Source: an optimization exercise on an open RTL-to-GDS flow (aim: small area, a short achievable clock period and few clock cycles per item). Production flows keep margins and buffers that such runs may drop. At most, simulation tests tie the RTL to the original design; equivalence was not proved.

==> run a <==
// filter
module filter
	#(parameter DWIDTH = 16)
	(input clk,
		input rst,
		output req_in,
		input ack_in,
		input [0:DWIDTH-1] data_in,
		output req_out,
		input ack_out,
		output [0:DWIDTH-1] data_out);
Settings: LEC_CHECK=0, CAP_MARGIN=20, CORE_MARGIN=2, CORE_UTILIZATION=40, SLEW_MARGIN=20, SYNTH_HIERARCHICAL=1, SYNTH_MEMORY_MAX_BITS=16384, SYNTH_MINIMUM_KEEP_SIZE=0; clock period 11.0 ns.
standard.sh (not shown) runs the stock make flow with config.mk's settings and CLKGATE_MAP_FILE= SYNTH_SCRIPT=/design/flow/synth_recipe.tcl, a recipe that flattens the netlist after the stock synthesis.
==> flow/flow/run.sh <==
#!/bin/bash
# The standard layout (standard.sh: the standard flow's synthesis and ORFS flow with the
# settings of config.mk), with repair_timing asked for more setup slack than
# config.mk's SETUP_SLACK_MARGIN may ask for. The make output goes to
# standard_flow.log; ORFS's own logs stay under orfs/logs.
set -euo pipefail
MARGIN=$(cat flow/margin)
bash standard.sh SETUP_SLACK_MARGIN=$MARGIN finish > standard_flow.log 2>&1
==> flow/flow/margin <==
7.5
==> inputs of run b, as changes to run a <==
==> flow/run.sh (new file) <==
#!/bin/bash
# synth_recipe.tcl (not shown) runs the flow's synth.tcl, then flattens the netlist and writes it again
# the make line also repeats each setting of config.mk as NAME=value (left out here)
make -C /OpenROAD-flow-scripts/flow DESIGN_CONFIG=/design/flow/config.mk WORK_HOME=/design/flow/orfs CLKGATE_MAP_FILE= SYNTH_SCRIPT=/design/flow/synth_recipe.tcl finish
Settings changed: SETUP_SLACK_MARGIN set to 5.
removed: flow/flow/run.sh
removed: flow/flow/margin
removed: flow/standard.sh
==> inputs of run c, as changes to run a <==
--- a/flow/design.v
+++ b/flow/design.v
@@ -355,15 +355,15 @@
 				booth[3*k+2] = b[2*k+2];
 			end
 		end
 	endfunction
 	reg ph;                  
 	reg first;               
 	reg [7:0] l;             
-	reg [7:0] a1, a2_n;      
+	reg [7:0] a1_n, a2_n;    
 	reg rst_r;               
 	reg sht;                 
 	reg [21-1:0] e1;
 	reg [24-1:0] e2;
 	reg [15:0] r0, r1, r2, r3;
 	reg [30:0] cs_s, cs_c;
 	reg [30:0] acc;
@@ -377,15 +377,15 @@
 	assign req_out = rqo;
 	assign data_out = out;
 	wire en = ~(ph ? (occ & ~first) : (sht & ~dv));
 	wire load = en & ph & ~first;
 	wire shift = en & ~ph & sht;
 	wire [7:0] l_next = (l < 8'd13) ? l + 8'd147 : l - 8'd13;
 	wire [7:0] a_next = ph ? l_next : 8'd160 - l;
-	wire [13:0] c1 = rom1(a1);
+	wire [13:0] c1 = rom1(~a1_n);
 	wire [23:0] e1n = booth({c1[13], c1[13], c1});
 	wire [23:0] e2n = booth(rom2(~a2_n));
 	wire [15:0] xa = r0;
 	wire [15:0] xb = r1;
 	wire [30:0] ts, tc;
 	wire p0 = (e1[0] & xa[0]) ^ e1[2];
 	wire p1 = ((e1[0] & xa[1]) | (e1[1] & xa[0])) ^ e1[2];
@@ -1168,27 +1168,27 @@
 			if (load)
 				out <= sum[30:15];
 		end
 		if (rst) begin
 			ph <= 1'b0;
 			first <= 1'b1;
 			l <= 8'd0;
-			a1 <= 8'd0;
+			a1_n <= 8'hff;
 			a2_n <= 8'hff;
 			sht <= 1'b0;
 			dv <= 1'b0;
 			rqi <= 1'b0;
 			rqi_n <= 1'b1;
 			rqo <= 1'b0;
 			rqo_n <= 1'b1;
 			occ <= 1'b1;
 		end else begin
 			if (en) begin
 				ph <= ~ph;
-				a1 <= a_next;
+				a1_n <= ~a_next;
 				a2_n <= ~a_next;
 				if (ph) begin
 					first <= 1'b0;
 					sht <= (l >= 8'd13);
 					l <= l_next;
 				end
 			end
==> flow/flow/margin (replaced) <==
7
==> inputs of run d, as changes to run a <==
--- a/flow/design.v
+++ b/flow/design.v
@@ -355,15 +355,15 @@
 				booth[3*k+2] = b[2*k+2];
 			end
 		end
 	endfunction
 	reg ph;                  
 	reg first;               
 	reg [7:0] l;             
-	reg [7:0] a1, a2_n;      
+	reg [7:0] a1_n, a2_n;    
 	reg rst_r;               
 	reg sht;                 
 	reg [21-1:0] e1;
 	reg [24-1:0] e2;
 	reg [15:0] r0, r1, r2, r3;
 	reg [30:0] cs_s, cs_c;
 	reg [30:0] acc;
@@ -377,15 +377,15 @@
 	assign req_out = rqo;
 	assign data_out = out;
 	wire en = ~(ph ? (occ & ~first) : (sht & ~dv));
 	wire load = en & ph & ~first;
 	wire shift = en & ~ph & sht;
 	wire [7:0] l_next = (l < 8'd13) ? l + 8'd147 : l - 8'd13;
 	wire [7:0] a_next = ph ? l_next : 8'd160 - l;
-	wire [13:0] c1 = rom1(a1);
+	wire [13:0] c1 = rom1(~a1_n);
 	wire [23:0] e1n = booth({c1[13], c1[13], c1});
 	wire [23:0] e2n = booth(rom2(~a2_n));
 	wire [15:0] xa = r0;
 	wire [15:0] xb = r1;
 	wire [30:0] ts, tc;
 	wire p0 = (e1[0] & xa[0]) ^ e1[2];
 	wire p1 = ((e1[0] & xa[1]) | (e1[1] & xa[0])) ^ e1[2];
@@ -1168,27 +1168,27 @@
 			if (load)
 				out <= sum[30:15];
 		end
 		if (rst) begin
 			ph <= 1'b0;
 			first <= 1'b1;
 			l <= 8'd0;
-			a1 <= 8'd0;
+			a1_n <= 8'hff;
 			a2_n <= 8'hff;
 			sht <= 1'b0;
 			dv <= 1'b0;
 			rqi <= 1'b0;
 			rqi_n <= 1'b1;
 			rqo <= 1'b0;
 			rqo_n <= 1'b1;
 			occ <= 1'b1;
 		end else begin
 			if (en) begin
 				ph <= ~ph;
-				a1 <= a_next;
+				a1_n <= ~a_next;
 				a2_n <= ~a_next;
 				if (ph) begin
 					first <= 1'b0;
 					sht <= (l >= 8'd13);
 					l <= l_next;
 				end
 			end
==> run notes <==
	run b	run c	run d	run a
Status	no timing/DRC/antenna violations	no timing/DRC/antenna violations	no timing/DRC/antenna violations	no timing/DRC/antenna violations
Sum of buffers and inverters on the critical path	4	2	1	1
First-pass GRT wire length	131 mm	133 mm	142 mm	149 mm
Setup Slack @ Placement	4.76 ns	6.39 ns	6.41 ns	5.33 ns
Number of antenna violations at the first check in global routing	0	2	3	1
Met3 layer wire length in the routed design	5.24 mm	8.44 mm	10.8 mm	10.3 mm
Total number of vias	23300	22200	22800	25200
Fin util	0.428	0.459	0.477	0.507
Sum of met2 wire segment lengths after detailed routing	40.4 mm	39.2 mm	40.1 mm	44.5 mm
Worst Clk Skew	0.0298 ns	0.0500 ns	0.0378 ns	0.0288 ns
Detailed Place HPWL	59.3 mm	61.5 mm	65.0 mm	62.3 mm
Number of cells on the worst reg-to-reg path	14	11	10	10
Mapped Nets	3424	3140	3140	3424
Total of clock buffers placed in the layout	47	49	37	48
Number of multi-input combinational cells in the layout	2310	2102	2102	2311
End point of the worst hold path	e1[20]	out[2]	out[4]	out[0]
Vias in the first global route	23000	21800	22200	24800
Testbench counts of run c, summed over its fixed seeds: cycles 64,000, items 32,000.
Testbench counts of run d, summed over its fixed seeds: cycles 64,000, items 32,000.
For run a and run b, only the layout was checked, not whether the RTL still works.

* * *

==> build 83 <==
filter, a different RTL version from the one above (not shown whole).
Design filter, start of the top module:
module filter
	#(parameter DWIDTH = 16)
	(input clk,
		input rst,
		output req_in,
		input ack_in,
		input [0:DWIDTH-1] data_in,
		output req_out,
		input ack_out,
		output [0:DWIDTH-1] data_out);
clock: 11.0 ns
lec_check: 0
abc_area: 1
cap_margin: 10
core_margin: 2
core_utilization: 40
cts_cluster_diameter: 80
cts_cluster_size: 20
slew_margin: 10
synth_hierarchical: 1
synth_memory_max_bits: 16384
synth_minimum_keep_size: 0
==> flow/flow/run.sh <==
#!/bin/bash
# The standard layout (standard.sh: the standard flow's synthesis and ORFS flow with the
# settings of config.mk), with repair_timing asked for more setup slack than
# config.mk's SETUP_SLACK_MARGIN may ask for. The make output goes to
# standard_flow.log; ORFS's own logs stay under orfs/logs.
set -euo pipefail
MARGIN=$(cat flow/margin)
bash standard.sh SETUP_SLACK_MARGIN=$MARGIN finish > standard_flow.log 2>&1
==> flow/flow/margin <==
7.5
==> trial 94: changes against build 83 <==
--- a/flow/design.v
+++ b/flow/design.v
@@ -1223,15 +1223,16 @@
 	always @(posedge clk) begin
 		e1 <= e1n[21-1:0];
 		e2 <= e2n;
 		cs0 <= t0;
 		cs1 <= t1;
 		cs2 <= t2;
 		cs3 <= t3;
-		acc <= sum;              
+		if (~ph)
+			acc <= sum;
 		if (~rqi_n)
 			din <= data_in;
 		a_n <= ~a_next;
 		rst_r <= rst;
 		if (rst_r) begin
 			r0 <= 16'd0;
 			r1 <= 16'd0;
- CAP_MARGIN: 10 -> 20
- CTS_CLUSTER_DIAMETER: 80 -> default
- CTS_CLUSTER_SIZE: 20 -> default
- SLEW_MARGIN: 10 -> 20
==> trial 7: changes against build 83 <==
==> flow/flow/margin (replaced) <==
7.75
- CAP_MARGIN: 10 -> 20
- CTS_CLUSTER_DIAMETER: 80 -> default
- CTS_CLUSTER_SIZE: 20 -> default
- SLEW_MARGIN: 10 -> 20
==> metrics.csv <==
stage,metric,value,unit
run_status,status,"complete, no violations",
critical_path,Worst setup EP type,flip-flop,
critical_path,WP depth,7,
floorplan,Die Span X,262.3,microns
critical_path,delay of the slowest critical-path stage,660,ps
synthesis,Simple-Gate Fraction of Synth Area,0.1868,
synthesis,Post-Syn Area,26680,sq um
layout,Clock buf/inv share,0.02435,
critical_path,cell chain of the critical path,inv_1 -> o22ai_1 -> xor2_1 -> fa_1 -> fa_1 -> fa_1 -> fa_1,
(the above is from build 83)
==> metrics.csv <==
stage,metric,value,unit
run_status,status,"complete, no violations",
critical_path,delay of the slowest critical-path stage,520,ps
floorplan,Die Span X,262.3,microns
layout,Clock buf/inv share,0.04011,
critical_path,Worst setup EP type,flip-flop,
(the above is from trial 7)
==> metrics.csv <==
stage,metric,value,unit
floorplan,Die Span X,263.7,microns
critical_path,Worst setup EP type,output pin,
run_status,status,"complete, no violations",
critical_path,delay of the slowest critical-path stage,360,ps
critical_path,WP depth,1,
(the above is from trial 94)
Testbench counts of build 83, summed over its fixed seeds: cycles 64,000, items 32,000.
Testbench counts of trial 7, summed over its fixed seeds: cycles 64,000, items 32,000.
Function not checked in trial 94: the RTL went through the layout flow alone.

[port drivers added, routing unchanged]
How much do the figures lean on ideal ports? The routed layouts below were timed once more, with nothing changed but the port constraints. Step 1 assumes that a clkbuf_16 drives the clock port and a buf_2 every other input. Step 2 adds t to the input delays and takes it off the output delays; t is the mean of the earliest and latest rising clock arrival at the registers after step 1. Input paths then give back, and output paths get back, about the clock's delay inside the block. a / b / c = ideal ports / drivers / drivers and shift; a / b = the first two.
run | t (ns) | setup slack, ns | latest minus earliest clock arrival (ns) | worst data-port slew with drivers (ns)
run a | 0.617 | 6.820 / 6.820 / 6.237 | 0.032 / 0.031 | 0.06
run b | 0.609 | 5.162 / 5.202 / 4.592 | 0.030 / 0.031 | 0.04
run c | 0.653 | 6.744 / 6.744 / 6.744 | 0.051 / 0.051 | 0.05
run d | 0.619 | 6.870 / 6.870 / 6.870 | 0.038 / 0.038 | 0.08
build 83 | 0.613 | 7.525 / 7.505 / 7.109 | 0.032 / 0.031 | 0.04
trial 94 | 0.605 | 7.541 / 7.482 / 7.159 | 0.025 / 0.025 | 0.05
trial 7 | 0.609 | 7.730 / 7.684 / 7.249 | 0.030 / 0.029 | 0.04
After both steps setup and hold are still met in every run listed. The setup slack of run a, which loses most, moves by 0.000 ns with the drivers and by -0.583 ns with both steps.
